Background: an optimization exercise with open tools, aiming at small area, a short achievable clock period and few clock cycles. Do not read the settings as production practice.
Function was not checked in any run shown here: the RTL went through the layout flow alone.
No activity file was given, so power comes from the tool's default toggle rates.

==> flow/design.v <==
module conv_engine(
    input         clk,
    input         reset,
    input         en_ctrl,
    output [15:0] s_addr,
    output [15:0] w_addr,
    output [15:0] b_addr,
    input  [7:0]  signal,
    input  [7:0]  weight,
    input  [7:0]  bias,
    output [15:0] save_addr,
    output [7:0]  convout,
    output        en_write,
    output        finish
);
    reg        go;           
    reg        done;         
    reg        stall;        
    reg [11:0] sa, wa;       
    reg [2:0]  j;            
    reg [1:0]  c;            
    reg [2:0]  r;            
    reg        inb;          
    reg        jend, rend;   
    reg [4:0]  o, y;         
    reg [3:0]  xp;
    reg        last_out;     
    reg p0, p15, ya, yb, y01;    
    wire [2:0] jpen = (p0 | p15) ? 3'd2 : 3'd4;
    wire [2:0] rpen = ya ? 3'd1 : yb ? 3'd2 : 3'd3;
    wire cend = (c == 2'd2);
    wire last_pos = p15 & ya & ~y01;
    wire adv = go & ~done & ~stall;
    wire hold = ~inb & jend & cend & rend;
    wire inb_n  = adv ? hold : inb;
    wire jend_n = adv ? (~inb & (~jend ? (j == jpen) : (cend & rend))) : jend;
    wire cend_n = adv ? (~inb & (~jend ? cend : ~cend ? (c == 2'd1) : ~rend ? 1'b0 : 1'b1)) : cend;
    wire rend_n = adv ? (~inb & ((jend & cend & ~rend) ? (r == rpen) : rend)) : rend;
    wire last_out_n = w2 ? (o == 5'd30) : last_out;
    wire stall_n = (w2 & last_out) ? 1'b0 : (adv & inb & last_out) ? 1'b1 : stall;
    wire done_n = done | (adv & inb & last_out & last_pos);
    wire adv_n = en_ctrl & ~done_n & ~stall_n;
    reg a_inc, a_ch, a_row, a_back, a_pos;
    always @(posedge clk) begin
        if (reset) begin
            a_inc <= 1'b0;
            a_ch <= 1'b0;
            a_row <= 1'b0;
            a_back <= 1'b0;
            a_pos <= 1'b0;
        end else begin
            a_inc <= adv_n & ~inb_n & ~jend_n;
            a_ch <= adv_n & ~inb_n & jend_n & ~cend_n;
            a_row <= adv_n & ~inb_n & jend_n & cend_n & ~rend_n;
            a_back <= adv_n & inb_n & ~last_out_n;
            a_pos <= adv_n & inb_n & last_out_n;
        end
    end
    wire [11:0] ds, dw;
    assign ds = ({12{a_inc & (~p0 & ~p15)}} & 12'd3)
        | ({12{a_inc & (p0)}} & 12'd4093)
        | ({12{a_inc & (p15)}} & 12'd3)
        | ({12{a_ch & (~p0 & ~p15)}} & 12'd4082)
        | ({12{a_ch & (p0)}} & 12'd10)
        | ({12{a_ch & (p15)}} & 12'd4088)
        | ({12{a_row & (~p0 & ~p15)}} & 12'd79)
        | ({12{a_row & (p0)}} & 12'd103)
        | ({12{a_row & (p15)}} & 12'd85)
        | ({12{a_back & (~p0 & ~p15) & (ya)}} & 12'd3887)
        | ({12{a_back & (~p0 & ~p15) & (yb)}} & 12'd3791)
        | ({12{a_back & (~p0 & ~p15) & (~ya & ~yb)}} & 12'd3695)
        | ({12{a_back & (p0) & (ya)}} & 12'd3911)
        | ({12{a_back & (p0) & (yb)}} & 12'd3815)
        | ({12{a_back & (p0) & (~ya & ~yb)}} & 12'd3719)
        | ({12{a_back & (p15) & (ya)}} & 12'd3893)
        | ({12{a_back & (p15) & (yb)}} & 12'd3797)
        | ({12{a_back & (p15) & (~ya & ~yb)}} & 12'd3701)
        | ({12{a_pos & (~p0 & ~p15) & (ya)}} & 12'd3893)
        | ({12{a_pos & (~p0 & ~p15) & (yb)}} & 12'd3797)
        | ({12{a_pos & (~p0 & ~p15) & (~ya & ~yb)}} & 12'd3701)
        | ({12{a_pos & (p0) & (ya)}} & 12'd3902)
        | ({12{a_pos & (p0) & (yb)}} & 12'd3806)
        | ({12{a_pos & (p0) & (~ya & ~yb)}} & 12'd3710)
        | ({12{a_pos & (p15) & (~ya & ~yb)}} & 12'd3722)
        | ({12{a_pos & (p15) & (ya & y01)}} & 12'd3818)
        | ({12{a_pos & (p15) & (yb & y01)}} & 12'd3722)
        | ({12{a_pos & (p15) & (yb & ~y01)}} & 12'd3818);
    assign dw = ({12{a_inc & (~p0 & ~p15)}} & 12'd3)
        | ({12{a_inc & (p0)}} & 12'd4093)
        | ({12{a_inc & (p15)}} & 12'd3)
        | ({12{a_ch & (~p0 & ~p15)}} & 12'd4082)
        | ({12{a_ch & (p0)}} & 12'd10)
        | ({12{a_ch & (p15)}} & 12'd4088)
        | ({12{a_row & (~p0 & ~p15)}} & 12'd4094)
        | ({12{a_row & (p0)}} & 12'd22)
        | ({12{a_row & (p15)}} & 12'd4)
        | ({12{a_back & (~p0 & ~p15) & (ya)}} & 12'd28)
        | ({12{a_back & (~p0 & ~p15) & (yb)}} & 12'd13)
        | ({12{a_back & (~p0 & ~p15) & (~ya & ~yb)}} & 12'd4094)
        | ({12{a_back & (p0) & (ya)}} & 12'd52)
        | ({12{a_back & (p0) & (yb)}} & 12'd37)
        | ({12{a_back & (p0) & (~ya & ~yb)}} & 12'd22)
        | ({12{a_back & (p15) & (ya)}} & 12'd34)
        | ({12{a_back & (p15) & (yb)}} & 12'd19)
        | ({12{a_back & (p15) & (~ya & ~yb)}} & 12'd4)
        | ({12{a_pos & (~p0 & ~p15) & (ya)}} & 12'd1724)
        | ({12{a_pos & (~p0 & ~p15) & (yb)}} & 12'd1709)
        | ({12{a_pos & (~p0 & ~p15) & (~ya & ~yb)}} & 12'd1694)
        | ({12{a_pos & (p0) & (ya)}} & 12'd1736)
        | ({12{a_pos & (p0) & (yb)}} & 12'd1721)
        | ({12{a_pos & (p0) & (~ya & ~yb)}} & 12'd1706)
        | ({12{a_pos & (p15) & (~ya & ~yb)}} & 12'd1712)
        | ({12{a_pos & (p15) & (ya & y01)}} & 12'd1727)
        | ({12{a_pos & (p15) & (yb & y01)}} & 12'd1712)
        | ({12{a_pos & (p15) & (yb & ~y01)}} & 12'd1727);
    reg first1, b1, ga1, gb1;
    reg first2, b2, first3, b3, b4, wr_en, w2, lsb, fin;
    always @(posedge clk) begin
        if (reset) begin
            go <= 1'b0;
            done <= 1'b0;
            stall <= 1'b0;
            sa <= 12'd9;
            wa <= 12'd42;
            j <= 3'd0;
            c <= 2'd0;
            r <= 3'd0;
            inb <= 1'b0;
            jend <= 1'b0;
            rend <= 1'b0;
        end else begin
            go <= en_ctrl;
            sa <= sa + ds;
            wa <= wa + dw;
            if (adv) begin
                if (inb) begin
                    inb <= 1'b0;
                    j <= 3'd0;
                    c <= 2'd0;
                    r <= 3'd0;
                    jend <= 1'b0;
                    rend <= 1'b0;
                    if (last_out) begin
                        stall <= 1'b1;
                        if (last_pos) done <= 1'b1;
                    end
                end else if (~jend) begin
                    j <= j + 3'd1;
                    jend <= (j == jpen);
                end else if (~cend) begin
                    j <= 3'd0;
                    c <= c + 2'd1;
                    jend <= 1'b0;
                end else if (~rend) begin
                    j <= 3'd0;
                    c <= 2'd0;
                    r <= r + 3'd1;
                    jend <= 1'b0;
                    rend <= (r == rpen);
                end else begin
                    inb <= 1'b1;
                end
            end
            if (w2 & last_out) stall <= 1'b0;
        end
    end
    always @(posedge clk) begin
        if (reset) begin
            o <= 5'd0;
            xp <= 4'd0;
            y <= 5'd0;
            p0 <= 1'b1;
            p15 <= 1'b0;
            ya <= 1'b1;
            yb <= 1'b0;
            y01 <= 1'b1;
            last_out <= 1'b0;
        end else if (w2) begin
            o <= o + 5'd1;
            last_out <= (o == 5'd30);
            if (last_out) begin
                xp <= xp + 4'd1;
                p0 <= p15;
                p15 <= (xp == 4'd14);
                if (p15) begin
                    y <= y + 5'd1;
                    ya <= (y == 5'd30);
                    yb <= (y == 5'd0) | (y == 5'd29);
                    y01 <= (y == 5'd0);
                end
            end
        end
    end
    always @(posedge clk) begin
        if (reset) begin
            first1 <= 1'b0;
            b1 <= 1'b0;
            ga1 <= 1'b0;
            gb1 <= 1'b1;
            first2 <= 1'b0;
            b2 <= 1'b0;
            first3 <= 1'b0;
            b3 <= 1'b0;
            b4 <= 1'b0;
            wr_en <= 1'b0;
            w2 <= 1'b0;
            lsb <= 1'b0;
            fin <= 1'b0;
        end else begin
            first1 <= adv & ~inb & (j == 3'd0) & (c == 2'd0) & (r == 3'd0);
            b1 <= adv & inb;
            ga1 <= jend & ~p15 & ~p0;
            gb1 <= ~adv | inb | (j == 3'd0);
            first2 <= first1;
            b2 <= b1;
            first3 <= first2;
            b3 <= b2;
            b4 <= b3;
            wr_en <= b3 | b4;
            w2 <= b4;
            lsb <= p0 ? b3 : b4;
            if (b4 & last_out & last_pos) fin <= 1'b1;
        end
    end
    reg  [7:0]  sra, srb;         
    reg  [3:0]  onea, twoa, nega;    
    reg  [3:0]  oneb, twob, negb;    
    wire [7:0]  wd = b1 ? 8'd64 : ga1 ? 8'd0 : weight;
    always @(posedge clk) begin
        sra <= b1 ? bias : signal;
        srb <= b1 ? bias : signal;
        onea <= {wd[6] ^ wd[5], wd[4] ^ wd[3], wd[2] ^ wd[1], wd[0]};
        twoa <= {(wd[7] & ~wd[6] & ~wd[5]) | (~wd[7] & wd[6] & wd[5]),
                 (wd[5] & ~wd[4] & ~wd[3]) | (~wd[5] & wd[4] & wd[3]),
                 (wd[3] & ~wd[2] & ~wd[1]) | (~wd[3] & wd[2] & wd[1]),
                 (wd[1] & ~wd[0])};
        nega <= {wd[7], wd[5], wd[3], wd[1]};
        oneb <= b1 ? 4'b1000 : gb1 ? 4'b0000 : onea;
        twob <= (b1 | gb1) ? 4'b0000 : twoa;
        negb <= (b1 | gb1) ? 4'b0000 : nega;
    end
    wire [9:0]  sxa = {{2{sra[7]}}, sra};
    wire [10:0] sx2a = {sxa, 1'b0};
    wire [9:0]  sxb = {{2{srb[7]}}, srb};
    wire [10:0] sx2b = {sxb, 1'b0};
    wire [8:0] ea0;
    assign ea0[0] = ((onea[0] & sxa[0]) | (twoa[0] & sx2a[0])) ^ nega[0];
    assign ea0[1] = ((onea[0] & sxa[1]) | (twoa[0] & sx2a[1])) ^ nega[0];
    assign ea0[2] = ((onea[0] & sxa[2]) | (twoa[0] & sx2a[2])) ^ nega[0];
    assign ea0[3] = ((onea[0] & sxa[3]) | (twoa[0] & sx2a[3])) ^ nega[0];
    assign ea0[4] = ((onea[0] & sxa[4]) | (twoa[0] & sx2a[4])) ^ nega[0];
    assign ea0[5] = ((onea[0] & sxa[5]) | (twoa[0] & sx2a[5])) ^ nega[0];
    assign ea0[6] = ((onea[0] & sxa[6]) | (twoa[0] & sx2a[6])) ^ nega[0];
    assign ea0[7] = ((onea[0] & sxa[7]) | (twoa[0] & sx2a[7])) ^ nega[0];
    assign ea0[8] = ((onea[0] & sxa[8]) | (twoa[0] & sx2a[8])) ^ nega[0];
    wire [8:0] ea1;
    assign ea1[0] = ((onea[1] & sxa[0]) | (twoa[1] & sx2a[0])) ^ nega[1];
    assign ea1[1] = ((onea[1] & sxa[1]) | (twoa[1] & sx2a[1])) ^ nega[1];
    assign ea1[2] = ((onea[1] & sxa[2]) | (twoa[1] & sx2a[2])) ^ nega[1];
    assign ea1[3] = ((onea[1] & sxa[3]) | (twoa[1] & sx2a[3])) ^ nega[1];
    assign ea1[4] = ((onea[1] & sxa[4]) | (twoa[1] & sx2a[4])) ^ nega[1];
    assign ea1[5] = ((onea[1] & sxa[5]) | (twoa[1] & sx2a[5])) ^ nega[1];
    assign ea1[6] = ((onea[1] & sxa[6]) | (twoa[1] & sx2a[6])) ^ nega[1];
    assign ea1[7] = ((onea[1] & sxa[7]) | (twoa[1] & sx2a[7])) ^ nega[1];
    assign ea1[8] = ((onea[1] & sxa[8]) | (twoa[1] & sx2a[8])) ^ nega[1];
    wire [8:0] ea2;
    assign ea2[0] = ((onea[2] & sxa[0]) | (twoa[2] & sx2a[0])) ^ nega[2];
    assign ea2[1] = ((onea[2] & sxa[1]) | (twoa[2] & sx2a[1])) ^ nega[2];
    assign ea2[2] = ((onea[2] & sxa[2]) | (twoa[2] & sx2a[2])) ^ nega[2];
    assign ea2[3] = ((onea[2] & sxa[3]) | (twoa[2] & sx2a[3])) ^ nega[2];
    assign ea2[4] = ((onea[2] & sxa[4]) | (twoa[2] & sx2a[4])) ^ nega[2];
    assign ea2[5] = ((onea[2] & sxa[5]) | (twoa[2] & sx2a[5])) ^ nega[2];
    assign ea2[6] = ((onea[2] & sxa[6]) | (twoa[2] & sx2a[6])) ^ nega[2];
    assign ea2[7] = ((onea[2] & sxa[7]) | (twoa[2] & sx2a[7])) ^ nega[2];
    assign ea2[8] = ((onea[2] & sxa[8]) | (twoa[2] & sx2a[8])) ^ nega[2];
    wire [8:0] ea3;
    assign ea3[0] = ((onea[3] & sxa[0]) | (twoa[3] & sx2a[0])) ^ nega[3];
    assign ea3[1] = ((onea[3] & sxa[1]) | (twoa[3] & sx2a[1])) ^ nega[3];
    assign ea3[2] = ((onea[3] & sxa[2]) | (twoa[3] & sx2a[2])) ^ nega[3];
    assign ea3[3] = ((onea[3] & sxa[3]) | (twoa[3] & sx2a[3])) ^ nega[3];
    assign ea3[4] = ((onea[3] & sxa[4]) | (twoa[3] & sx2a[4])) ^ nega[3];
    assign ea3[5] = ((onea[3] & sxa[5]) | (twoa[3] & sx2a[5])) ^ nega[3];
    assign ea3[6] = ((onea[3] & sxa[6]) | (twoa[3] & sx2a[6])) ^ nega[3];
    assign ea3[7] = ((onea[3] & sxa[7]) | (twoa[3] & sx2a[7])) ^ nega[3];
    assign ea3[8] = ((onea[3] & sxa[8]) | (twoa[3] & sx2a[8])) ^ nega[3];
    reg  [17:0] Sa, Ca;
    wire [17:0] Sag = first2 ? 18'd0 : Sa;
    wire [17:0] Cag = first2 ? 18'd0 : Ca;
    wire fas0, fac0;
    conv_fa u_fas0 (.a(nega[0]), .b(Sag[0]), .c(Cag[0]), .s(fas0), .co(fac0));
    wire fas1, fac1;
    conv_fa u_fas1 (.a(Sag[1]), .b(Cag[1]), .c(ea0[1]), .s(fas1), .co(fac1));
    wire fas2, fac2;
    conv_fa u_fas2 (.a(nega[1]), .b(Sag[2]), .c(Cag[2]), .s(fas2), .co(fac2));
    wire fas3, fac3;
    conv_fa u_fas3 (.a(ea0[2]), .b(ea1[0]), .c(fas2), .s(fas3), .co(fac3));
    wire fas4, fac4;
    conv_fa u_fas4 (.a(Sag[3]), .b(Cag[3]), .c(ea0[3]), .s(fas4), .co(fac4));
    wire fas5, fac5;
    conv_fa u_fas5 (.a(ea1[1]), .b(fac2), .c(fas4), .s(fas5), .co(fac5));
    wire fas6, fac6;
    conv_fa u_fas6 (.a(nega[2]), .b(Sag[4]), .c(Cag[4]), .s(fas6), .co(fac6));
    wire fas7, fac7;
    conv_fa u_fas7 (.a(ea0[4]), .b(ea1[2]), .c(ea2[0]), .s(fas7), .co(fac7));
    wire fas8, fac8;
    conv_fa u_fas8 (.a(fas6), .b(fac4), .c(fas7), .s(fas8), .co(fac8));
    wire fas9, fac9;
    conv_fa u_fas9 (.a(Sag[5]), .b(Cag[5]), .c(ea0[5]), .s(fas9), .co(fac9));
    wire fas10, fac10;
    conv_fa u_fas10 (.a(ea1[3]), .b(ea2[1]), .c(fac6), .s(fas10), .co(fac10));
    wire fas11, fac11;
    conv_fa u_fas11 (.a(fac7), .b(fas9), .c(fas10), .s(fas11), .co(fac11));
    wire fas12, fac12;
    conv_fa u_fas12 (.a(nega[3]), .b(Sag[6]), .c(Cag[6]), .s(fas12), .co(fac12));
    wire fas13, fac13;
    conv_fa u_fas13 (.a(ea0[6]), .b(ea1[4]), .c(ea2[2]), .s(fas13), .co(fac13));
    wire fas14, fac14;
    conv_fa u_fas14 (.a(ea3[0]), .b(fas12), .c(fac9), .s(fas14), .co(fac14));
    wire fas15, fac15;
    conv_fa u_fas15 (.a(fas13), .b(fac10), .c(fas14), .s(fas15), .co(fac15));
    wire fas16, fac16;
    conv_fa u_fas16 (.a(Sag[7]), .b(Cag[7]), .c(ea0[7]), .s(fas16), .co(fac16));
    wire fas17, fac17;
    conv_fa u_fas17 (.a(ea1[5]), .b(ea2[3]), .c(ea3[1]), .s(fas17), .co(fac17));
    wire fas18, fac18;
    conv_fa u_fas18 (.a(fac12), .b(fac13), .c(fas16), .s(fas18), .co(fac18));
    wire fas19, fac19;
    conv_fa u_fas19 (.a(fas17), .b(fac14), .c(fas18), .s(fas19), .co(fac19));
    wire fas20 = ~(Sag[8] ^ Cag[8]);
    wire fac20 = Sag[8] | Cag[8];
    wire fas21, fac21;
    conv_fa u_fas21 (.a(~ea0[8]), .b(ea1[6]), .c(ea2[4]), .s(fas21), .co(fac21));
    wire fas22, fac22;
    conv_fa u_fas22 (.a(ea3[2]), .b(fas20), .c(fac16), .s(fas22), .co(fac22));
    wire fas23, fac23;
    conv_fa u_fas23 (.a(fac17), .b(fas21), .c(fac18), .s(fas23), .co(fac23));
    wire fas24, fac24;
    conv_fa u_fas24 (.a(fas22), .b(fac19), .c(fas23), .s(fas24), .co(fac24));
    wire fas25 = ~(Sag[9] ^ Cag[9]);
    wire fac25 = Sag[9] | Cag[9];
    wire fas26, fac26;
    conv_fa u_fas26 (.a(ea1[7]), .b(ea2[5]), .c(ea3[3]), .s(fas26), .co(fac26));
    wire fas27, fac27;
    conv_fa u_fas27 (.a(fac20), .b(fas25), .c(fac21), .s(fas27), .co(fac27));
    wire fas28, fac28;
    conv_fa u_fas28 (.a(fas26), .b(fac22), .c(fas27), .s(fas28), .co(fac28));
    wire fas29, fac29;
    conv_fa u_fas29 (.a(fac23), .b(fas28), .c(fac24), .s(fas29), .co(fac29));
    wire fas30, fac30;
    conv_fa u_fas30 (.a(Sag[10]), .b(Cag[10]), .c(~ea1[8]), .s(fas30), .co(fac30));
    wire fas31, fac31;
    conv_fa u_fas31 (.a(ea2[6]), .b(ea3[4]), .c(fac25), .s(fas31), .co(fac31));
    wire fas32, fac32;
    conv_fa u_fas32 (.a(fac26), .b(fas30), .c(fas31), .s(fas32), .co(fac32));
    wire fas33, fac33;
    conv_fa u_fas33 (.a(fac27), .b(fas32), .c(fac28), .s(fas33), .co(fac33));
    wire fas34 = ~(Sag[11] ^ Cag[11]);
    wire fac34 = Sag[11] | Cag[11];
    wire fas35, fac35;
    conv_fa u_fas35 (.a(ea2[7]), .b(ea3[5]), .c(fas34), .s(fas35), .co(fac35));
    wire fas36, fac36;
    conv_fa u_fas36 (.a(fac30), .b(fac31), .c(fas35), .s(fas36), .co(fac36));
    wire fas37, fac37;
    conv_fa u_fas37 (.a(fac32), .b(fas36), .c(fac33), .s(fas37), .co(fac37));
    wire fas38, fac38;
    conv_fa u_fas38 (.a(Sag[12]), .b(Cag[12]), .c(~ea2[8]), .s(fas38), .co(fac38));
    wire fas39, fac39;
    conv_fa u_fas39 (.a(ea3[6]), .b(fac34), .c(fas38), .s(fas39), .co(fac39));
    wire fas40, fac40;
    conv_fa u_fas40 (.a(fac35), .b(fas39), .c(fac36), .s(fas40), .co(fac40));
    wire fas41 = ~(Sag[13] ^ Cag[13]);
    wire fac41 = Sag[13] | Cag[13];
    wire fas42, fac42;
    conv_fa u_fas42 (.a(ea3[7]), .b(fas41), .c(fac38), .s(fas42), .co(fac42));
    wire fas43, fac43;
    conv_fa u_fas43 (.a(fac39), .b(fas42), .c(fac40), .s(fas43), .co(fac43));
    wire fas44, fac44;
    conv_fa u_fas44 (.a(Sag[14]), .b(Cag[14]), .c(~ea3[8]), .s(fas44), .co(fac44));
    wire fas45, fac45;
    conv_fa u_fas45 (.a(fac41), .b(fas44), .c(fac42), .s(fas45), .co(fac45));
    wire fas46 = ~(Sag[15] ^ Cag[15]);
    wire fac46 = Sag[15] | Cag[15];
    wire fas47, fac47;
    conv_fa u_fas47 (.a(fas46), .b(fac44), .c(fac45), .s(fas47), .co(fac47));
    wire fas48 = ~(Sag[16] ^ Cag[16]);
    wire fac48 = Sag[16] | Cag[16];
    wire fas49, fac49;
    conv_fa u_fas49 (.a(fac46), .b(fas48), .c(fac47), .s(fas49), .co(fac49));
    wire fas50 = ~(Sag[17] ^ Cag[17]);
    wire fac50 = Sag[17] | Cag[17];
    wire fas51, fac51;
    conv_fa u_fas51 (.a(fac48), .b(fas50), .c(fac49), .s(fas51), .co(fac51));
    always @(posedge clk) begin
        Sa <= {fas51, fas49, fas47, fac43, fas43, fac37, fas37, fac29, fas29, fas24, fac15, fac11, fac8, fac5, fac3, fac1, fac0, ea0[0]};
        Ca <= {1'b0, 1'b0, 1'b0, fas45, 1'b0, fas40, 1'b0, fas33, 1'b0, 1'b0, fas19, fas15, fas11, fas8, fas5, fas3, fas1, fas0};
    end
    wire [8:0] eb0;
    assign eb0[0] = ((oneb[0] & sxb[0]) | (twob[0] & sx2b[0])) ^ negb[0];
    assign eb0[1] = ((oneb[0] & sxb[1]) | (twob[0] & sx2b[1])) ^ negb[0];
    assign eb0[2] = ((oneb[0] & sxb[2]) | (twob[0] & sx2b[2])) ^ negb[0];
    assign eb0[3] = ((oneb[0] & sxb[3]) | (twob[0] & sx2b[3])) ^ negb[0];
    assign eb0[4] = ((oneb[0] & sxb[4]) | (twob[0] & sx2b[4])) ^ negb[0];
    assign eb0[5] = ((oneb[0] & sxb[5]) | (twob[0] & sx2b[5])) ^ negb[0];
    assign eb0[6] = ((oneb[0] & sxb[6]) | (twob[0] & sx2b[6])) ^ negb[0];
    assign eb0[7] = ((oneb[0] & sxb[7]) | (twob[0] & sx2b[7])) ^ negb[0];
    assign eb0[8] = ((oneb[0] & sxb[8]) | (twob[0] & sx2b[8])) ^ negb[0];
    wire [8:0] eb1;
    assign eb1[0] = ((oneb[1] & sxb[0]) | (twob[1] & sx2b[0])) ^ negb[1];
    assign eb1[1] = ((oneb[1] & sxb[1]) | (twob[1] & sx2b[1])) ^ negb[1];
    assign eb1[2] = ((oneb[1] & sxb[2]) | (twob[1] & sx2b[2])) ^ negb[1];
    assign eb1[3] = ((oneb[1] & sxb[3]) | (twob[1] & sx2b[3])) ^ negb[1];
    assign eb1[4] = ((oneb[1] & sxb[4]) | (twob[1] & sx2b[4])) ^ negb[1];
    assign eb1[5] = ((oneb[1] & sxb[5]) | (twob[1] & sx2b[5])) ^ negb[1];
    assign eb1[6] = ((oneb[1] & sxb[6]) | (twob[1] & sx2b[6])) ^ negb[1];
    assign eb1[7] = ((oneb[1] & sxb[7]) | (twob[1] & sx2b[7])) ^ negb[1];
    assign eb1[8] = ((oneb[1] & sxb[8]) | (twob[1] & sx2b[8])) ^ negb[1];
    wire [8:0] eb2;
    assign eb2[0] = ((oneb[2] & sxb[0]) | (twob[2] & sx2b[0])) ^ negb[2];
    assign eb2[1] = ((oneb[2] & sxb[1]) | (twob[2] & sx2b[1])) ^ negb[2];
    assign eb2[2] = ((oneb[2] & sxb[2]) | (twob[2] & sx2b[2])) ^ negb[2];
    assign eb2[3] = ((oneb[2] & sxb[3]) | (twob[2] & sx2b[3])) ^ negb[2];
    assign eb2[4] = ((oneb[2] & sxb[4]) | (twob[2] & sx2b[4])) ^ negb[2];
    assign eb2[5] = ((oneb[2] & sxb[5]) | (twob[2] & sx2b[5])) ^ negb[2];
    assign eb2[6] = ((oneb[2] & sxb[6]) | (twob[2] & sx2b[6])) ^ negb[2];
    assign eb2[7] = ((oneb[2] & sxb[7]) | (twob[2] & sx2b[7])) ^ negb[2];
    assign eb2[8] = ((oneb[2] & sxb[8]) | (twob[2] & sx2b[8])) ^ negb[2];
    wire [8:0] eb3;
    assign eb3[0] = ((oneb[3] & sxb[0]) | (twob[3] & sx2b[0])) ^ negb[3];
    assign eb3[1] = ((oneb[3] & sxb[1]) | (twob[3] & sx2b[1])) ^ negb[3];
    assign eb3[2] = ((oneb[3] & sxb[2]) | (twob[3] & sx2b[2])) ^ negb[3];
    assign eb3[3] = ((oneb[3] & sxb[3]) | (twob[3] & sx2b[3])) ^ negb[3];
    assign eb3[4] = ((oneb[3] & sxb[4]) | (twob[3] & sx2b[4])) ^ negb[3];
    assign eb3[5] = ((oneb[3] & sxb[5]) | (twob[3] & sx2b[5])) ^ negb[3];
    assign eb3[6] = ((oneb[3] & sxb[6]) | (twob[3] & sx2b[6])) ^ negb[3];
    assign eb3[7] = ((oneb[3] & sxb[7]) | (twob[3] & sx2b[7])) ^ negb[3];
    assign eb3[8] = ((oneb[3] & sxb[8]) | (twob[3] & sx2b[8])) ^ negb[3];
    reg  [17:0] Sb, Cb;
    wire [17:0] Sbg = first3 ? 18'd0 : Sb;
    wire [17:0] Cbg = first3 ? 18'd0 : Cb;
    wire fbs0, fbc0;
    conv_fa u_fbs0 (.a(negb[0]), .b(Sbg[0]), .c(Cbg[0]), .s(fbs0), .co(fbc0));
    wire fbs1, fbc1;
    conv_fa u_fbs1 (.a(Sbg[1]), .b(Cbg[1]), .c(eb0[1]), .s(fbs1), .co(fbc1));
    wire fbs2, fbc2;
    conv_fa u_fbs2 (.a(negb[1]), .b(Sbg[2]), .c(Cbg[2]), .s(fbs2), .co(fbc2));
    wire fbs3, fbc3;
    conv_fa u_fbs3 (.a(eb0[2]), .b(eb1[0]), .c(fbs2), .s(fbs3), .co(fbc3));
    wire fbs4, fbc4;
    conv_fa u_fbs4 (.a(Sbg[3]), .b(Cbg[3]), .c(eb0[3]), .s(fbs4), .co(fbc4));
    wire fbs5, fbc5;
    conv_fa u_fbs5 (.a(eb1[1]), .b(fbc2), .c(fbs4), .s(fbs5), .co(fbc5));
    wire fbs6, fbc6;
    conv_fa u_fbs6 (.a(negb[2]), .b(Sbg[4]), .c(Cbg[4]), .s(fbs6), .co(fbc6));
    wire fbs7, fbc7;
    conv_fa u_fbs7 (.a(eb0[4]), .b(eb1[2]), .c(eb2[0]), .s(fbs7), .co(fbc7));
    wire fbs8, fbc8;
    conv_fa u_fbs8 (.a(fbs6), .b(fbc4), .c(fbs7), .s(fbs8), .co(fbc8));
    wire fbs9, fbc9;
    conv_fa u_fbs9 (.a(Sbg[5]), .b(Cbg[5]), .c(eb0[5]), .s(fbs9), .co(fbc9));
    wire fbs10, fbc10;
    conv_fa u_fbs10 (.a(eb1[3]), .b(eb2[1]), .c(fbc6), .s(fbs10), .co(fbc10));
    wire fbs11, fbc11;
    conv_fa u_fbs11 (.a(fbc7), .b(fbs9), .c(fbs10), .s(fbs11), .co(fbc11));
    wire fbs12, fbc12;
    conv_fa u_fbs12 (.a(negb[3]), .b(Sbg[6]), .c(Cbg[6]), .s(fbs12), .co(fbc12));
    wire fbs13, fbc13;
    conv_fa u_fbs13 (.a(eb0[6]), .b(eb1[4]), .c(eb2[2]), .s(fbs13), .co(fbc13));
    wire fbs14, fbc14;
    conv_fa u_fbs14 (.a(eb3[0]), .b(fbs12), .c(fbc9), .s(fbs14), .co(fbc14));
    wire fbs15, fbc15;
    conv_fa u_fbs15 (.a(fbs13), .b(fbc10), .c(fbs14), .s(fbs15), .co(fbc15));
    wire fbs16, fbc16;
    conv_fa u_fbs16 (.a(Sbg[7]), .b(Cbg[7]), .c(eb0[7]), .s(fbs16), .co(fbc16));
    wire fbs17, fbc17;
    conv_fa u_fbs17 (.a(eb1[5]), .b(eb2[3]), .c(eb3[1]), .s(fbs17), .co(fbc17));
    wire fbs18, fbc18;
    conv_fa u_fbs18 (.a(fbc12), .b(fbc13), .c(fbs16), .s(fbs18), .co(fbc18));
    wire fbs19, fbc19;
    conv_fa u_fbs19 (.a(fbs17), .b(fbc14), .c(fbs18), .s(fbs19), .co(fbc19));
    wire fbs20 = ~(Sbg[8] ^ Cbg[8]);
    wire fbc20 = Sbg[8] | Cbg[8];
    wire fbs21, fbc21;
    conv_fa u_fbs21 (.a(~eb0[8]), .b(eb1[6]), .c(eb2[4]), .s(fbs21), .co(fbc21));
    wire fbs22, fbc22;
    conv_fa u_fbs22 (.a(eb3[2]), .b(fbs20), .c(fbc16), .s(fbs22), .co(fbc22));
    wire fbs23, fbc23;
    conv_fa u_fbs23 (.a(fbc17), .b(fbs21), .c(fbc18), .s(fbs23), .co(fbc23));
    wire fbs24, fbc24;
    conv_fa u_fbs24 (.a(fbs22), .b(fbc19), .c(fbs23), .s(fbs24), .co(fbc24));
    wire fbs25 = ~(Sbg[9] ^ Cbg[9]);
    wire fbc25 = Sbg[9] | Cbg[9];
    wire fbs26, fbc26;
    conv_fa u_fbs26 (.a(eb1[7]), .b(eb2[5]), .c(eb3[3]), .s(fbs26), .co(fbc26));
    wire fbs27, fbc27;
    conv_fa u_fbs27 (.a(fbc20), .b(fbs25), .c(fbc21), .s(fbs27), .co(fbc27));
    wire fbs28, fbc28;
    conv_fa u_fbs28 (.a(fbs26), .b(fbc22), .c(fbs27), .s(fbs28), .co(fbc28));
    wire fbs29, fbc29;
    conv_fa u_fbs29 (.a(fbc23), .b(fbs28), .c(fbc24), .s(fbs29), .co(fbc29));
    wire fbs30, fbc30;
    conv_fa u_fbs30 (.a(Sbg[10]), .b(Cbg[10]), .c(~eb1[8]), .s(fbs30), .co(fbc30));
    wire fbs31, fbc31;
    conv_fa u_fbs31 (.a(eb2[6]), .b(eb3[4]), .c(fbc25), .s(fbs31), .co(fbc31));
    wire fbs32, fbc32;
    conv_fa u_fbs32 (.a(fbc26), .b(fbs30), .c(fbs31), .s(fbs32), .co(fbc32));
    wire fbs33, fbc33;
    conv_fa u_fbs33 (.a(fbc27), .b(fbs32), .c(fbc28), .s(fbs33), .co(fbc33));
    wire fbs34 = ~(Sbg[11] ^ Cbg[11]);
    wire fbc34 = Sbg[11] | Cbg[11];
    wire fbs35, fbc35;
    conv_fa u_fbs35 (.a(eb2[7]), .b(eb3[5]), .c(fbs34), .s(fbs35), .co(fbc35));
    wire fbs36, fbc36;
    conv_fa u_fbs36 (.a(fbc30), .b(fbc31), .c(fbs35), .s(fbs36), .co(fbc36));
    wire fbs37, fbc37;
    conv_fa u_fbs37 (.a(fbc32), .b(fbs36), .c(fbc33), .s(fbs37), .co(fbc37));
    wire fbs38, fbc38;
    conv_fa u_fbs38 (.a(Sbg[12]), .b(Cbg[12]), .c(~eb2[8]), .s(fbs38), .co(fbc38));
    wire fbs39, fbc39;
    conv_fa u_fbs39 (.a(eb3[6]), .b(fbc34), .c(fbs38), .s(fbs39), .co(fbc39));
    wire fbs40, fbc40;
    conv_fa u_fbs40 (.a(fbc35), .b(fbs39), .c(fbc36), .s(fbs40), .co(fbc40));
    wire fbs41 = ~(Sbg[13] ^ Cbg[13]);
    wire fbc41 = Sbg[13] | Cbg[13];
    wire fbs42, fbc42;
    conv_fa u_fbs42 (.a(eb3[7]), .b(fbs41), .c(fbc38), .s(fbs42), .co(fbc42));
    wire fbs43, fbc43;
    conv_fa u_fbs43 (.a(fbc39), .b(fbs42), .c(fbc40), .s(fbs43), .co(fbc43));
    wire fbs44, fbc44;
    conv_fa u_fbs44 (.a(Sbg[14]), .b(Cbg[14]), .c(~eb3[8]), .s(fbs44), .co(fbc44));
    wire fbs45, fbc45;
    conv_fa u_fbs45 (.a(fbc41), .b(fbs44), .c(fbc42), .s(fbs45), .co(fbc45));
    wire fbs46 = ~(Sbg[15] ^ Cbg[15]);
    wire fbc46 = Sbg[15] | Cbg[15];
    wire fbs47, fbc47;
    conv_fa u_fbs47 (.a(fbs46), .b(fbc44), .c(fbc45), .s(fbs47), .co(fbc47));
    wire fbs48 = ~(Sbg[16] ^ Cbg[16]);
    wire fbc48 = Sbg[16] | Cbg[16];
    wire fbs49, fbc49;
    conv_fa u_fbs49 (.a(fbc46), .b(fbs48), .c(fbc47), .s(fbs49), .co(fbc49));
    wire fbs50 = ~(Sbg[17] ^ Cbg[17]);
    wire fbc50 = Sbg[17] | Cbg[17];
    wire fbs51, fbc51;
    conv_fa u_fbs51 (.a(fbc48), .b(fbs50), .c(fbc49), .s(fbs51), .co(fbc51));
    always @(posedge clk) begin
        Sb <= {fbs51, fbs49, fbs47, fbc43, fbs43, fbc37, fbs37, fbc29, fbs29, fbs24, fbc15, fbc11, fbc8, fbc5, fbc3, fbc1, fbc0, eb0[0]};
        Cb <= {1'b0, 1'b0, 1'b0, fbs45, 1'b0, fbs40, 1'b0, fbs33, 1'b0, 1'b0, fbs19, fbs15, fbs11, fbs8, fbs5, fbs3, fbs1, fbs0};
    end
    wire [17:0] acc = b3 ? (Sa + Ca) : (Sb + Cb);
    wire [8:0]  t = acc[17:9];
    reg  [7:0]  cout_r;
    always @(posedge clk)
        cout_r <= (t[8] != t[7]) ? {t[8], {7{~t[8]}}} : t[7:0];
    assign s_addr = {4'd0, sa};
    assign w_addr = {4'd0, wa};
    assign b_addr = {11'd0, o};
    assign save_addr = {1'b0, y, xp, lsb, o};
    assign convout = cout_r;
    assign en_write = wr_en;
    assign finish = fin;
endmodule
module conv_fa(input a, input b, input c, output s, output co);
    assign s = a ^ b ^ c;
    assign co = (a & b) | (a & c) | (b & c);
endmodule
==> flow/flow/run.sh <==
#!/bin/bash
set -uo pipefail
MARGIN=$(cat flow/margin 2>/dev/null || echo 7)
EXTRA=()
if [[ -f flow/extra ]]; then
    while IFS= read -r line; do
        [[ -n "$line" ]] && EXTRA+=("$line")
    done < flow/extra
fi
bash standard.sh "SETUP_SLACK_MARGIN=$MARGIN" \
    "BUFFER_PORTS_ARGS=-buffer_cell sky130_fd_sc_hd__buf_1" "${EXTRA[@]}" finish > run_make.log 2>&1
status=$?
tail -5 run_make.log
exit $status
==> flow/flow/extra <==
SKIP_REPAIR_TIE_FANOUT=1
==> flow/flow/margin <==
6.8
==> flow/standard.sh <==
#!/bin/bash
# synth_recipe.tcl (not shown) runs the flow's synth.tcl, then flattens the netlist and writes it again
# the make line also repeats each setting of config.mk as NAME=value (left out here)
make -C /OpenROAD-flow-scripts/flow DESIGN_CONFIG=/design/flow/config.mk WORK_HOME=/design/flow/orfs CLKGATE_MAP_FILE= SYNTH_SCRIPT=/design/flow/synth_recipe.tcl "${@:-finish}"
==> flow/config.mk <==
export PLATFORM = sky130hd
export DESIGN_NAME = conv_engine
export DESIGN_NICKNAME = conv_engine
export VERILOG_FILES = /design/flow/design.v
export SDC_FILE = /design/flow/constraint.sdc
export NUM_CORES = 4
export LEC_CHECK = 0
export CAP_MARGIN = 20
export CORE_MARGIN = 2
export CORE_UTILIZATION = 40
export SLEW_MARGIN = 20
export SYNTH_HIERARCHICAL = 1
==> flow/constraint.sdc <==
create_clock -name core_clock -period 10.0 [get_ports {clk}]
set_input_delay 2.0000 -clock core_clock [delete_from_list [all_inputs] [get_ports {clk}]]
set_output_delay 2.0000 -clock core_clock [all_outputs]
set_load 0.01 [all_outputs]
==> impl_metrics.py, run 1 <==
metrics = {
    "synth": {
        "ys_warn_count": 7,
        "ys_top_cells_by_area": "dfxtp_1, fa_1, xnor2_1",
        "synth_top_area_frac": 0.314,
        "synth_top_family_by_area": "adder cells",
        "synth_cell_types": 73,
        "synthMuxAreaShare": 0.0159,
        "synth_simple_gate_area_frac": 0.159,
        "synth_nets": 1321,
        "netlist_instances": 1148,
        "ys_seq_elements": 174,
        "synth-edff-count": 0,
        "synth-xor-area-share": 0.0944,
        "syn_avg_cell_area_um2": 9.65,
        "async_flop_share": 0,
        "syn_area_um2": 11100,
        "synth-adder-area-share": 0.230,
        "synth-compound-area-share": 0.129,
        "synth-seq-area-share": 0.314,
        "ys.flop_type": "dfxtp_1",
        "yosysTopAreaCell": "dfxtp_1",
    },
    "layout": {
        "final_area_um2": 12600,
        "final_cell_mix": "dfxtp_1, xnor2_1, nor2_1",
        "nets": 1361,
        "stdcell_count": 1573,
        "layout-drive-gt1-share": 0.162,
        "diodes": 0,
        "synthToLayoutAreaGrowth_pct": 13.5,
        "final_common_cell": "dfxtp_1",
    },
    "critical_path": {
        "cp-end-kind": "flop",
        "slowest_stage": "dfxtp_4",
        "endpoint": "sa[11]$_SDFF_PP0_",
        "cp_max_fo": 5,
        "path_class": "flop to flop",
        "r2r-start": "p15$_SDFFE_PP0P_",
        "crit_chain": "buf_6, a32o_2, nand2_2, nand2_2, a211o_1, nand2b_4, ha_4, a21o_1, a21oi_2, o21ai_1, a21o_1, a21oi_2, o21ai_2, o41ai_2, xnor3_1, and2b_1",
        "path_buf_inv": 1,
        "startpoint_type": "flop",
        "worstPathRequired_ns": 10.33,
        "rr_endpoint": "sa[11]$_SDFF_PP0_",
        "critical-path-top-delay-family": "compound AO/OA/AOI/OAI gates",
        "crit_path_start": "p15$_SDFFE_PP0P_",
        "r2r_slack_ns": 6.82,
        "arrival_ns": 3.51,
        "path_depth": 16,
        "r2r_cells": 16,
        "max_stage_delay_ns": 0.37,
    },
    "global_routing": {
        "grt-ovfl-total": 0,
        "grt_usage": 0.171,
        "antenna_found_initial": 0,
        "grt_pass1_wl_um": 39700,
        "grt_pass1_vias": 7902,
        "grt_max_degree": 73,
    },
    "place": {
        "hpwl_um": 16500,
        "gp_congestion": 0.865,
        "dp_cells": 1502,
        "postPlaceCellArea_um2": 11400,
        "port_buffers": 80,
    },
    "die": {
        "start_util": 0.409,
        "die_area_um2": 29100,
        "design.core.area_um2": 27100,
        "die_h_um": 170,
        "std_cell_rows": 60,
        "die_width_um": 170,
        "ioPinCount": 101,
    },
    "route": {
        "drt-total-wl_um": 23800,
        "met2_length_um": 11000,
        "num_vias": 7941,
        "drc_errors": 0,
        "met1_length_um": 11400,
        "viasPerCell": 5.05,
        "post_drt_wl_per_cell_um": 15.1,
        "dr_wl_met3_um": 1110,
        "drt_first_pass_iters": 5,
        "highest_layer": "met4",
        "drt_iter0_markers": 435,
        "final_antenna_net_count": 0,
    },
    "sta": {
        "setup_violations": 0,
        "fin_setup_tns_ns": 0,
        "period_share": 0.318,
        "hold_viol": 0,
        "timing.slew.headroom": 0.427,
        "rsz0062_at_grt": "true",
        "skew_ns": 0.0139,
        "period_minus_slack_ns": 3.18,
        "drv_slew": 0,
        "worst_slew_pin_slew_ns": 0.858,
        "max_freq_mhz": 315,
    },
    "clock_network": {
        "cts-hold-fix-buffers": 0,
        "ctsLongestPathBuffers": 2,
        "clock_latency_ns": 0.43,
        "cts-root-buf": "clkbuf_16",
        "cts_tree": "done",
        "htree_num_levels": 4,
        "clk_pin_slew_ns": 0.07,
        "cts_sinks": 174,
        "numCtsBuffers": 17,
    },
    "min_path": {
        "hp-start": "b2$_SDFF_PP0_",
        "hp-class": "flop to flop",
    },
    "pwr": {
        "leakage_nw": 5.13,
        "power.density_nw_per_um2": 234,
        "vdd_drop_max_uv": 98.0,
    },
    "status": {
        "status": "complete, no violations",
    },
    "run": {
        "drv_cap": 0,
    },
}
-- synthesized netlist by cell type, drive strengths merged (24+ instances only) --
| library cell | instances |
|---|---|
| nand2b | 24 |
| o21ai | 39 |
| nor2b | 64 |
| inv | 42 |
| a22oi | 57 |
| ha | 54 |
| a21oi | 48 |
| xnor2 | 91 |
| buf | 33 |
| clkbuf | 66 |
| fa | 92 |
| xor2 | 25 |
| nor2 | 92 |
| nand2 | 66 |
| dfxtp | 174 |
-- metrics by stage --
step / hold slack (ns) / setup slack (ns) / power [mW] / util
after floorplan: 0.414 / 6.79 / 1.95 / -
after global placement: 0.425 / 6.16 / 2.24 / 0.420
after detailed placement: 0.426 / 6.05 / 2.25 / 0.420
after CTS: 0.442 / 6.81 / 2.97 / 0.452
after global routing: 0.461 / 6.69 / 3.25 / 0.464
final: 0.440 / 6.82 / 2.94 / 0.464
-- routing by layer --
metal,vias to the layer above,GRT usage
li1,3912,-
met5,-,0
met2,195,0.274
met3,26,0.0300
met1,3808,0.241
met4,0,0.0398
-- cells by family (layout without fill, tap and decap cells) --
family	Yosys count	after routing
compound gates	208	208
xor+xnor	117	117
simple gates	344	344
buf+inv	141	194
other cells	1	1
flops	174	174
fa+ha+maj	149	149
mux	14	14
-- power breakdown --
group / internal [mW] / switching, mW / total (mW)
Clock: 0.360 / 0.323 / 0.683
Sequential: 0.874 / 0.118 / 0.992
Combinational: 0.604 / 0.662 / 1.27
Total: 1.84 / 1.10 / 2.94
-- registers in the layout, summed over array words and instances (netlist names), 8 cells and up --
name	count
Ca	11
Cb	11
Sa	18
Sb	18
cout_r	8
sa	12
sra	8
wa	12
-- per-module statistics from Yosys (local to each module, per instance) --
module       times used  flops+latches  cells
conv_engine           1            174   1058
conv_fa              90              0      1
-- cell type report --
class / instances / area, um^2
flip-flops and latches: 174 / 3570
clock inverters: 14 / 171
multi-input cells: 833 / 7160
repair buffers: 120 / 617
clock buffers: 18 / 429
fillers: 2612 / 14500
well taps: 372 / 465
inverters: 42 / 161
-- worst min-delay path by stage --
stage | endpoint | slack, ns | cells after the start
2_1_floorplan | b3$_SDFF_PP0_ | 0.41 | 1
3_3_place_gp | b3$_SDFF_PP0_ | 0.43 | 1
3_5_place_dp | b3$_SDFF_PP0_ | 0.43 | 1
4_1_cts | b3$_SDFF_PP0_ | 0.44 | 1
5_1_grt | b3$_SDFF_PP0_ | 0.46 | 1
6_report | b3$_SDFF_PP0_ | 0.44 | 1
-- what timing repair did --
action | 4_1_cts | 5_1_grt
pin swaps | 6 | 33
buffers inserted | 17 | 22
gates resized for setup | 63 | 58
setup endpoints to repair | 23 | 16
==> run 2: changes to the inputs <==
--- a/flow/design.v
+++ b/flow/design.v
@@ -388,11 +388,11 @@
     conv_fa u_fas49 (.a(fac46), .b(fas48), .c(fac47), .s(fas49), .co(fac49));
     wire fas50 = ~(Sag[17] ^ Cag[17]);
     wire fac50 = Sag[17] | Cag[17];
-    wire fas51, fac51;
-    conv_fa u_fas51 (.a(fac48), .b(fas50), .c(fac49), .s(fas51), .co(fac51));
+    wire fas51 = fac48 ^ fas50;
+    wire fac51 = fac48 & fas50;
     always @(posedge clk) begin
-        Sa <= {fas51, fas49, fas47, fac43, fas43, fac37, fas37, fac29, fas29, fas24, fac15, fac11, fac8, fac5, fac3, fac1, fac0, ea0[0]};
-        Ca <= {1'b0, 1'b0, 1'b0, fas45, 1'b0, fas40, 1'b0, fas33, 1'b0, 1'b0, fas19, fas15, fas11, fas8, fas5, fas3, fas1, fas0};
+        Sa <= {fac49, fas49, fas47, fac43, fas43, fac37, fas37, fac29, fas29, fas24, fac15, fac11, fac8, fac5, fac3, fac1, fac0, ea0[0]};
+        Ca <= {fas51, 1'b0, 1'b0, fas45, 1'b0, fas40, 1'b0, fas33, 1'b0, 1'b0, fas19, fas15, fas11, fas8, fas5, fas3, fas1, fas0};
     end
     wire [8:0] eb0;
     assign eb0[0] = ((oneb[0] & sxb[0]) | (twob[0] & sx2b[0])) ^ negb[0];
@@ -539,11 +539,11 @@
     conv_fa u_fbs49 (.a(fbc46), .b(fbs48), .c(fbc47), .s(fbs49), .co(fbc49));
     wire fbs50 = ~(Sbg[17] ^ Cbg[17]);
     wire fbc50 = Sbg[17] | Cbg[17];
-    wire fbs51, fbc51;
-    conv_fa u_fbs51 (.a(fbc48), .b(fbs50), .c(fbc49), .s(fbs51), .co(fbc51));
+    wire fbs51 = fbc48 ^ fbs50;
+    wire fbc51 = fbc48 & fbs50;
     always @(posedge clk) begin
-        Sb <= {fbs51, fbs49, fbs47, fbc43, fbs43, fbc37, fbs37, fbc29, fbs29, fbs24, fbc15, fbc11, fbc8, fbc5, fbc3, fbc1, fbc0, eb0[0]};
-        Cb <= {1'b0, 1'b0, 1'b0, fbs45, 1'b0, fbs40, 1'b0, fbs33, 1'b0, 1'b0, fbs19, fbs15, fbs11, fbs8, fbs5, fbs3, fbs1, fbs0};
+        Sb <= {fbc49, fbs49, fbs47, fbc43, fbs43, fbc37, fbs37, fbc29, fbs29, fbs24, fbc15, fbc11, fbc8, fbc5, fbc3, fbc1, fbc0, eb0[0]};
+        Cb <= {fbs51, 1'b0, 1'b0, fbs45, 1'b0, fbs40, 1'b0, fbs33, 1'b0, 1'b0, fbs19, fbs15, fbs11, fbs8, fbs5, fbs3, fbs1, fbs0};
     end
     wire [17:0] acc = b3 ? (Sa + Ca) : (Sb + Cb);
     wire [8:0]  t = acc[17:9];
==> run 2 against run 1 <==
  * Largest cell class unchanged
  * Largest power group unchanged
  * Critical path type unchanged
  * Register-to-register slack better by 0.08 ns
  * Global-route usage fell by 0.37 points
  * Synthesized cell count is 2.3% higher
  * Cell count rose by 0.64%
==> impl_metrics.py, run 2 <==
metrics = {
    "synth": {
        "synth_cell_types": 73,
        "ys.flop_type": "dfxtp_1",
        "synth_nets": 1345,
        "synth_top_area_frac": 0.314,
        "syn_avg_cell_area_um2": 9.55,
        "synth-seq-area-share": 0.314,
        "yosys.cell_count.top_type": "dfxtp_1",
        "ys_seq_elements": 176,
        "synth-edff-count": 0,
        "netlist_instances": 1174,
        "async_flop_share": 0,
        "syn_area_um2": 11200,
        "ys_top_cells_by_area": "dfxtp_1, fa_1, xnor2_1",
        "yosysTopAreaCell": "dfxtp_1",
        "ys_warn_count": 7,
        "synth_common_cells": "dfxtp_1, xnor2_1, fa_1",
    },
    "route": {
        "drt-total-wl_um": 23300,
        "met2_length_um": 10700,
        "viasPerCell": 5.14,
        "highest_layer": "met4",
        "drc_errors": 0,
        "drt_iter0_markers": 486,
        "drt_first_pass_iters": 5,
        "num_vias": 8130,
        "final_antenna_net_count": 0,
        "met1_length_um": 11300,
        "post_drt_wl_per_cell_um": 14.7,
        "dr_wl_met3_um": 813,
    },
    "critical_path": {
        "cp_max_fo": 6,
        "path_class": "flop to flop",
        "r2r-start": "onea[0]$_DFF_P_",
        "r2r_slack_ns": 6.90,
        "arrival_ns": 3.41,
        "cp-end-kind": "flop",
        "r2r_cells": 7,
        "rr_endpoint": "Sa[9]$_DFF_P_",
        "startpoint_type": "flop",
        "worstPathRequired_ns": 10.31,
    },
    "clock_network": {
        "cts_tree": "done",
        "htree_num_levels": 4,
        "numCtsBuffers": 17,
        "cts_sinks": 176,
        "clk_pin_slew_ns": 0.07,
        "ctsLongestPathBuffers": 2,
        "clock_latency_ns": 0.45,
        "cts-root-buf": "clkbuf_16",
    },
    "pwr": {
        "leakage_nw": 4.94,
        "p_int_mw": 1.87,
        "pwr-share-seq": 0.330,
        "clkPwrFrac": 0.222,
        "vdd_drop_max_uv": 120,
        "swShare": 0.389,
        "power.density_nw_per_um2": 245,
        "comb_power_share": 0.448,
        "power_switching_mw": 1.19,
        "p_total_mw": 3.06,
    },
    "layout": {
        "fill_cells": 2666,
        "nets": 1363,
        "multi_input_area_um2": 7170,
        "layout-drive-gt1-share": 0.115,
        "final_common_cell": "dfxtp_1",
        "final_cell_mix": "dfxtp_1, xnor2_1, fa_1",
        "seq_area_um2": 3610,
        "top_regs": "Sa x18, Sb x18",
        "synthToLayoutAreaGrowth_pct": 11.1,
        "diodes": 0,
    },
    "min_path": {
        "whs_endpoint": "b3$_SDFF_PP0_",
        "hp-start": "b2$_SDFF_PP0_",
        "min_path_cells": 1,
        "hp-class": "flop to flop",
    },
    "status": {
        "status": "complete, no violations",
    },
    "sta": {
        "setup_violations": 0,
        "period_share": 0.310,
        "max_freq_mhz": 323,
        "skew_ns": 0.0256,
        "timing.slew.headroom": 0.507,
        "drv_slew": 0,
        "period_minus_slack_ns": 3.10,
        "fin_setup_tns_ns": 0,
        "worst_slew_pin_slew_ns": 0.739,
        "hold_viol": 0,
        "rsz0062_at_grt": "true",
    },
    "global_routing": {
        "antenna_found_initial": 0,
        "grt_pass1_vias": 7880,
        "grt_usage": 0.168,
        "grt_pass1_wl_um": 39300,
        "grt-ovfl-total": 0,
        "grt_max_degree": 71,
    },
    "die": {
        "start_util": 0.405,
        "die_h_um": 171,
        "die_width_um": 171,
        "design.core.area_um2": 27700,
        "die_area_um2": 29400,
        "ioPinCount": 101,
        "std_cell_rows": 61,
    },
    "place": {
        "gp_congestion": 0.918,
        "hpwl_um": 16900,
        "port_buffers": 80,
    },
    "run": {
        "drv_cap": 0,
    },
}
run 2: cell types whose count changed in the layout (fill, tap and decap cells not counted), moves of 8 or more:
cell | before | now
o21ai_1 | 12 | 3
buf_4 | 36 | 17
o21ai_0 | 20 | 44
a21oi_1 | 37 | 54
xor2_1 | 25 | 33
run 2: modules after synthesis (local to each module, per instance):
module	area, um^2	flops+latches
conv_fa	20.0	0
conv_engine	9450	176
run 2: layout make-up:
cell class                 instances  share of cell area
sequential                       176               0.290
clock buffer                      17              0.0342
multi-input combinational        859               0.576
tap                              378              0.0380
clock inverter                    15              0.0153
inverter                          39              0.0118
timing repair buffer              99              0.0353
run 2: routing by layer:
| layer | track usage | up-vias |
|---|---|---|
| met4 | 0.0538 | 0 |
| li1 | - | 3982 |
| met3 | 0.0235 | 17 |
| met5 | 0 | - |
| met2 | 0.263 | 185 |
| met1 | 0.238 | 3946 |
run 2: logic make-up (layout without fill, tap and decap cells):
logic type      count (synthesis)  in the layout  share of synthesized area
compound gates                229            229                      0.135
xor+xnor                      125            125                     0.0977
fa+ha+maj                     150            150                      0.226
buf+inv                       139            170                     0.0559
flops                         176            176                      0.314
mux                            12             12                     0.0119
other cells                     1              1                   0.000335
simple gates                  342            342                      0.158
run 2: power by group through the flow:
stage	Clock, mW	Combinational, mW	Sequential [mW]
after floorplan	0	1.07	0.992
final	0.678	1.37	1.01
after CTS	0.697	1.38	1.01
after global routing	0.723	1.61	1.03
after global placement	0	1.33	1.03
after detailed placement	0	1.36	1.03
run 2: worst max-delay path by stage:
stage,startpoint,end,cells after the start
2_1_floorplan,ya$_SDFFE_PP1P_,sa[11]$_SDFF_PP0_,13
3_3_place_gp,p0$_SDFFE_PP1P_,wa[11]$_SDFF_PP0_,12
3_5_place_dp,p0$_SDFFE_PP1P_,wa[11]$_SDFF_PP0_,12
4_1_cts,p0$_SDFFE_PP1P_,wa[11]$_SDFF_PP0_,12
5_1_grt,ya$_SDFFE_PP1P_,sa[11]$_SDFF_PP0_,12
6_report,onea[0]$_DFF_P_,Sa[9]$_DFF_P_,7
run 2: metrics by stage:
step                instance area [um^2]   util  cells  setup WS, ns  hold WS (ns)
CTS                                12200  0.441   1568          6.78         0.440
global route                       12500  0.450   1583          6.75         0.450
global placement                   11500  0.416   1533          6.38         0.417
detailed placement                 11500  0.416   1533          6.19         0.426
floorplan                          11200      -   1174          6.80         0.414
finish                             12500  0.450   1583          6.90         0.439
run 2: timing repair:
| item | in CTS | in global routing |
|---|---|---|
| resized for setup | 35 | 46 |
| pin swaps | 1 | 7 |
| setup endpoints to repair | 22 | 20 |
| hold buffers | 0 | 0 |
| buffers inserted | 3 | 15 |
run 2: critical path, cell delays in order (launching register included):
cell and delay (ns):
dfxtp_4 0.38, a22oi_2 0.23, xnor2_2 0.16, fa_1 0.48, fa_1 0.48, fa_1 0.40
fa_1 0.41, fa_1 0.43
==> run 3: changes to the inputs <==
--- a/flow/design.v
+++ b/flow/design.v
@@ -287,7 +287,7 @@
     wire [17:0] Sag = first2 ? 18'd0 : Sa;
     wire [17:0] Cag = first2 ? 18'd0 : Ca;
     wire fas0, fac0;
-    conv_fa u_fas0 (.a(nega[0]), .b(Sag[0]), .c(Cag[0]), .s(fas0), .co(fac0));
+    conv_fa u_fas0 (.a(nega[0]), .b(Sag[0]), .c(ea0[0]), .s(fas0), .co(fac0));
     wire fas1, fac1;
     conv_fa u_fas1 (.a(Sag[1]), .b(Cag[1]), .c(ea0[1]), .s(fas1), .co(fac1));
     wire fas2, fac2;
@@ -388,11 +388,11 @@
     conv_fa u_fas49 (.a(fac46), .b(fas48), .c(fac47), .s(fas49), .co(fac49));
     wire fas50 = ~(Sag[17] ^ Cag[17]);
     wire fac50 = Sag[17] | Cag[17];
-    wire fas51 = fac48 ^ fas50;
-    wire fac51 = fac48 & fas50;
+    wire fas51, fac51;
+    conv_fa u_fas51 (.a(fac48), .b(fas50), .c(fac49), .s(fas51), .co(fac51));
     always @(posedge clk) begin
-        Sa <= {fac49, fas49, fas47, fac43, fas43, fac37, fas37, fac29, fas29, fas24, fac15, fac11, fac8, fac5, fac3, fac1, fac0, ea0[0]};
-        Ca <= {fas51, 1'b0, 1'b0, fas45, 1'b0, fas40, 1'b0, fas33, 1'b0, 1'b0, fas19, fas15, fas11, fas8, fas5, fas3, fas1, fas0};
+        Sa <= {fas51, fas49, fas47, fac43, fas43, fac37, fas37, fac29, fas29, fas24, fac15, fac11, fac8, fac5, fac3, fac1, fac0, fas0};
+        Ca <= {1'b0, 1'b0, 1'b0, fas45, 1'b0, fas40, 1'b0, fas33, 1'b0, 1'b0, fas19, fas15, fas11, fas8, fas5, fas3, fas1, 1'b0};
     end
     wire [8:0] eb0;
     assign eb0[0] = ((oneb[0] & sxb[0]) | (twob[0] & sx2b[0])) ^ negb[0];
@@ -438,7 +438,7 @@
     wire [17:0] Sbg = first3 ? 18'd0 : Sb;
     wire [17:0] Cbg = first3 ? 18'd0 : Cb;
     wire fbs0, fbc0;
-    conv_fa u_fbs0 (.a(negb[0]), .b(Sbg[0]), .c(Cbg[0]), .s(fbs0), .co(fbc0));
+    conv_fa u_fbs0 (.a(negb[0]), .b(Sbg[0]), .c(eb0[0]), .s(fbs0), .co(fbc0));
     wire fbs1, fbc1;
     conv_fa u_fbs1 (.a(Sbg[1]), .b(Cbg[1]), .c(eb0[1]), .s(fbs1), .co(fbc1));
     wire fbs2, fbc2;
@@ -539,11 +539,11 @@
     conv_fa u_fbs49 (.a(fbc46), .b(fbs48), .c(fbc47), .s(fbs49), .co(fbc49));
     wire fbs50 = ~(Sbg[17] ^ Cbg[17]);
     wire fbc50 = Sbg[17] | Cbg[17];
-    wire fbs51 = fbc48 ^ fbs50;
-    wire fbc51 = fbc48 & fbs50;
+    wire fbs51, fbc51;
+    conv_fa u_fbs51 (.a(fbc48), .b(fbs50), .c(fbc49), .s(fbs51), .co(fbc51));
     always @(posedge clk) begin
-        Sb <= {fbc49, fbs49, fbs47, fbc43, fbs43, fbc37, fbs37, fbc29, fbs29, fbs24, fbc15, fbc11, fbc8, fbc5, fbc3, fbc1, fbc0, eb0[0]};
-        Cb <= {fbs51, 1'b0, 1'b0, fbs45, 1'b0, fbs40, 1'b0, fbs33, 1'b0, 1'b0, fbs19, fbs15, fbs11, fbs8, fbs5, fbs3, fbs1, fbs0};
+        Sb <= {fbs51, fbs49, fbs47, fbc43, fbs43, fbc37, fbs37, fbc29, fbs29, fbs24, fbc15, fbc11, fbc8, fbc5, fbc3, fbc1, fbc0, fbs0};
+        Cb <= {1'b0, 1'b0, 1'b0, fbs45, 1'b0, fbs40, 1'b0, fbs33, 1'b0, 1'b0, fbs19, fbs15, fbs11, fbs8, fbs5, fbs3, fbs1, 1'b0};
     end
     wire [17:0] acc = b3 ? (Sa + Ca) : (Sb + Cb);
     wire [8:0]  t = acc[17:9];
==> flow/flow/run.sh (replaced) <==
#!/bin/bash
set -uo pipefail
MARGIN=$(cat flow/margin 2>/dev/null || echo 7)
PORTBUF=$(cat flow/portbuf 2>/dev/null || echo sky130_fd_sc_hd__buf_1)
EXTRA=()
if [[ -f flow/extra ]]; then
    while IFS= read -r line; do
        [[ -n "$line" ]] && EXTRA+=("$line")
    done < flow/extra
fi
bash standard.sh "SETUP_SLACK_MARGIN=$MARGIN" \
    "BUFFER_PORTS_ARGS=-buffer_cell $PORTBUF" "${EXTRA[@]}" finish > run_make.log 2>&1
status=$?
tail -5 run_make.log
exit $status
--- a/flow/config.mk
+++ b/flow/config.mk
@@ -9,4 +9,3 @@
 export CORE_MARGIN = 2
 export CORE_UTILIZATION = 40
 export SLEW_MARGIN = 20
-export SYNTH_HIERARCHICAL = 1
==> run 3 against run 2 <==
  * Still clean on timing, DRC and antenna
  * Fmax decreased by 0.42%
  * Non-clock buffer count decreased by 8
  * Combinational power about the same
  * Synthesized cell count increased by 5.0%
  * Flip-flop and latch count decreased by 4
  * Register-to-register slack about the same
  * Sequential share of layout area decreased by 0.96 points
  * Via count increased by 0.89%
  * Critical path type unchanged
==> impl_metrics.py, run 3 <==
metrics = {
    "status": {
        "status": "complete, no violations",
    },
    "synth": {
        "ys_seq_elements": 172,
        "ys_top_cells_by_area": "dfxtp_1, fa_1, ha_1",
        "ys_warn_count": 1,
        "synth_top_family_by_area": "adder cells",
        "yosysTopAreaCell": "dfxtp_1",
        "synth-xor-area-share": 0.0963,
        "syn_avg_cell_area_um2": 9.20,
        "synth-edff-count": 0,
        "synth_common_cells": "dfxtp_1, inv_1, nor2_1",
        "synth-compound-area-share": 0.131,
        "syn_area_um2": 11300,
        "yosys.cell_count.top_type": "dfxtp_1",
        "async_flop_share": 0,
        "synth-seq-area-share": 0.304,
        "synth_simple_gate_area_frac": 0.144,
        "synth_nets": 1400,
        "synth_top_area_frac": 0.304,
        "netlist_instances": 1233,
        "ys.flop_type": "dfxtp_1",
        "synth-adder-area-share": 0.222,
        "synth_cell_types": 66,
        "synthMuxAreaShare": 0.0204,
    },
    "min_path": {
        "hp-start": "b2$_SDFF_PP0_",
        "hp-class": "flop to flop",
    },
    "route": {
        "drt-total-wl_um": 24700,
        "final_antenna_net_count": 0,
        "drc_errors": 0,
        "drt_iter0_markers": 524,
        "num_vias": 8202,
        "viasPerCell": 5.02,
        "drt_first_pass_iters": 5,
        "post_drt_wl_per_cell_um": 15.1,
    },
    "clock_network": {
        "ctsLongestPathBuffers": 2,
        "htree_num_levels": 4,
        "clock_latency_ns": 0.44,
        "clk_pin_slew_ns": 0.07,
        "cts-root-buf": "clkbuf_16",
        "cts_tree": "done",
        "numCtsBuffers": 17,
        "cts-hold-fix-buffers": 0,
        "cts_sinks": 172,
    },
    "pwr": {
        "pwr-share-seq": 0.324,
        "power.density_nw_per_um2": 244,
        "comb_power_share": 0.451,
        "power_switching_mw": 1.20,
        "p_int_mw": 1.86,
        "swShare": 0.392,
        "clkPwrFrac": 0.225,
        "vdd_drop_max_uv": 122,
        "leakage_nw": 5.20,
    },
    "place": {
        "hpwl_um": 18300,
        "gp_congestion": 0.870,
        "port_buffers": 80,
    },
    "die": {
        "design.core.area_um2": 27900,
        "std_cell_rows": 61,
        "die_width_um": 172,
        "die_h_um": 172,
        "die_area_um2": 29700,
        "ioPinCount": 101,
        "start_util": 0.407,
    },
    "critical_path": {
        "rr_endpoint": "Sa[9]$_DFF_P_",
        "arrival_ns": 3.43,
        "r2r-start": "sra[6]$_DFF_P_",
        "cp-end-kind": "flop",
        "endpoint": "Sa[9]$_DFF_P_",
        "r2r_cells": 8,
        "startpoint_type": "flop",
        "cp_max_fo": 16,
        "path_class": "flop to flop",
        "r2r_slack_ns": 6.89,
        "worstPathRequired_ns": 10.32,
        "crit_path_start": "sra[6]$_DFF_P_",
    },
    "sta": {
        "setup_violations": 0,
        "worst_slew_pin_slew_ns": 0.804,
        "skew_ns": 0.0132,
        "hold_slack_ns": 0.436,
        "drv_slew": 0,
        "rsz0062_at_grt": "true",
        "period_minus_slack_ns": 3.11,
        "hold_viol": 0,
        "max_freq_mhz": 322,
        "timing.slew.headroom": 0.463,
        "fin_setup_tns_ns": 0,
        "period_share": 0.311,
    },
    "global_routing": {
        "grt_pass1_wl_um": 41000,
        "grt-ovfl-total": 0,
        "grt_usage": 0.175,
        "antenna_found_initial": 0,
        "grt_max_degree": 69,
        "grt_pass1_vias": 8371,
    },
    "layout": {
        "nets": 1411,
        "post-route-util": 0.449,
        "final_cell_mix": "dfxtp_1, inv_1, nor2_1",
        "diodes": 0,
        "final_common_cell": "dfxtp_1",
        "synthToLayoutAreaGrowth_pct": 10.4,
        "layout-drive-gt1-share": 0.103,
        "top_regs": "Sa x18, Sb x18",
    },
    "run": {
        "drv_cap": 0,
    },
}
[run 3: cell types whose count changed after synthesis, moves of 7 or more]
cell,previous run,this run
nand2b_1,25,32
nand2_1,64,72
inv_1,38,122
nor2b_1,64,46
xnor2_1,92,59
o21ai_0,47,35
nor2_1,86,94
xor2_1,33,62
[run 3: power groups by stage]
stage                     clock (mW)  combinational (mW)  sequential [mW]
final                          0.688                1.38            0.991
after global routing           0.730                1.63             1.01
after CTS                      0.704                1.39            0.993
after detailed placement           0                1.37             1.01
after global placement             0                1.33             1.01
after floorplan                    0                1.08            0.972
[run 3: logic make-up (layout without fill, tap and decap cells)]
kind of cell | count (synthesis) | in the layout
AO/OA/AOI/OAI | 217 | 217
multiplexers | 20 | 20
adder cells (fa/ha/maj) | 150 | 150
flip-flops | 172 | 172
other | 1 | 1
XOR/XNOR | 123 | 123
buffers and inverters | 221 | 245
AND/OR/NAND/NOR | 329 | 329
[run 3: layout make-up]
class	count	area, um^2
clock buffers	17	425
repair buffers	91	382
inverters	122	460
fillers	2690	15300
multi-input cells	840	7090
clock inverters	15	180
well taps	378	473
flip-flops and latches	172	3510
[run 3: how the worst min path moves through the flow]
stage,to,cells after the start
final,b3$_SDFF_PP0_,1
after global routing,first2$_SDFF_PP0_,1
after CTS,first2$_SDFF_PP0_,1
after detailed placement,first2$_SDFF_PP0_,1
after global placement,b3$_SDFF_PP0_,1
after floorplan,b3$_SDFF_PP0_,1
[run 3: routing by layer]
| metal | vias to the layer above | track usage | wire length (um) |
|---|---|---|---|
| met5 | - | 0 | 0 |
| met4 | 0 | 0.0647 | 471 |
| met3 | 44 | 0.0304 | 1040 |
| met2 | 202 | 0.307 | 12300 |
| met1 | 3929 | 0.215 | 10900 |
| li1 | 4027 | - | - |
[run 3: critical path, stage by stage, from the launching register on]
cell     delay (ns)
dfxtp_4        0.42
a22oi_2        0.21
xor2_1         0.21
fa_1           0.46
fa_1           0.37
inv_1          0.07
fa_1           0.42
fa_1           0.40
fa_1           0.43
[run 3: per-stage QoR]
step / total power [mW] / setup slack [ns] / cell area, um^2 / cells
6_report: 3.06 / 6.89 / 12500 / 1635
3_3_place_gp: 2.33 / 6.28 / 11700 / 1593
4_1_cts: 3.08 / 6.78 / 12300 / 1629
2_1_floorplan: 2.05 / 6.82 / 11300 / 1233
5_1_grt: 3.37 / 6.75 / 12500 / 1635
3_5_place_dp: 2.38 / 6.23 / 11700 / 1593
[run 3: what timing repair did]
item	4_1_cts	5_1_grt
pin swaps	0	11
setup endpoints to repair	21	17
gates resized for setup	25	47
buffers inserted	4	6

-- afterwards: timing with drivers on the ports --
Ports are ideal in the flow. The routed layouts listed here were re-timed in OpenROAD. Step 1 (the two cells are an assumption about what drives the block):
set clk [get_ports {clk}]
set_driving_cell -lib_cell sky130_fd_sc_hd__clkbuf_16 $clk
set_driving_cell -lib_cell sky130_fd_sc_hd__buf_2 [delete_from_list [all_inputs] $clk]
Step 2, shift: input delay + t, output delay - t, t = (earliest + latest rising clock arrival at the registers) / 2. This alone moves slack from input paths to output paths. Slacks: ideal / step 1 / step 2; pairs: ideal / step 1.
run | t (ns) | setup WS [ns] | worst setup path at the end | latest minus earliest clock arrival (ns)
run 1 | 0.475 | 6.825 / 6.825 / 6.730 | input to register | 0.016 / 0.016
run 2 | 0.480 | 6.903 / 6.862 / 6.705 | input to register | 0.032 / 0.032
run 3 | 0.483 | 6.890 / 6.881 / 6.769 | input to register | 0.013 / 0.014
After both steps every run listed still meets setup and hold. For run 2, which loses most, drivers alone change the setup slack by -0.041 ns; drivers and shift together by -0.198 ns.
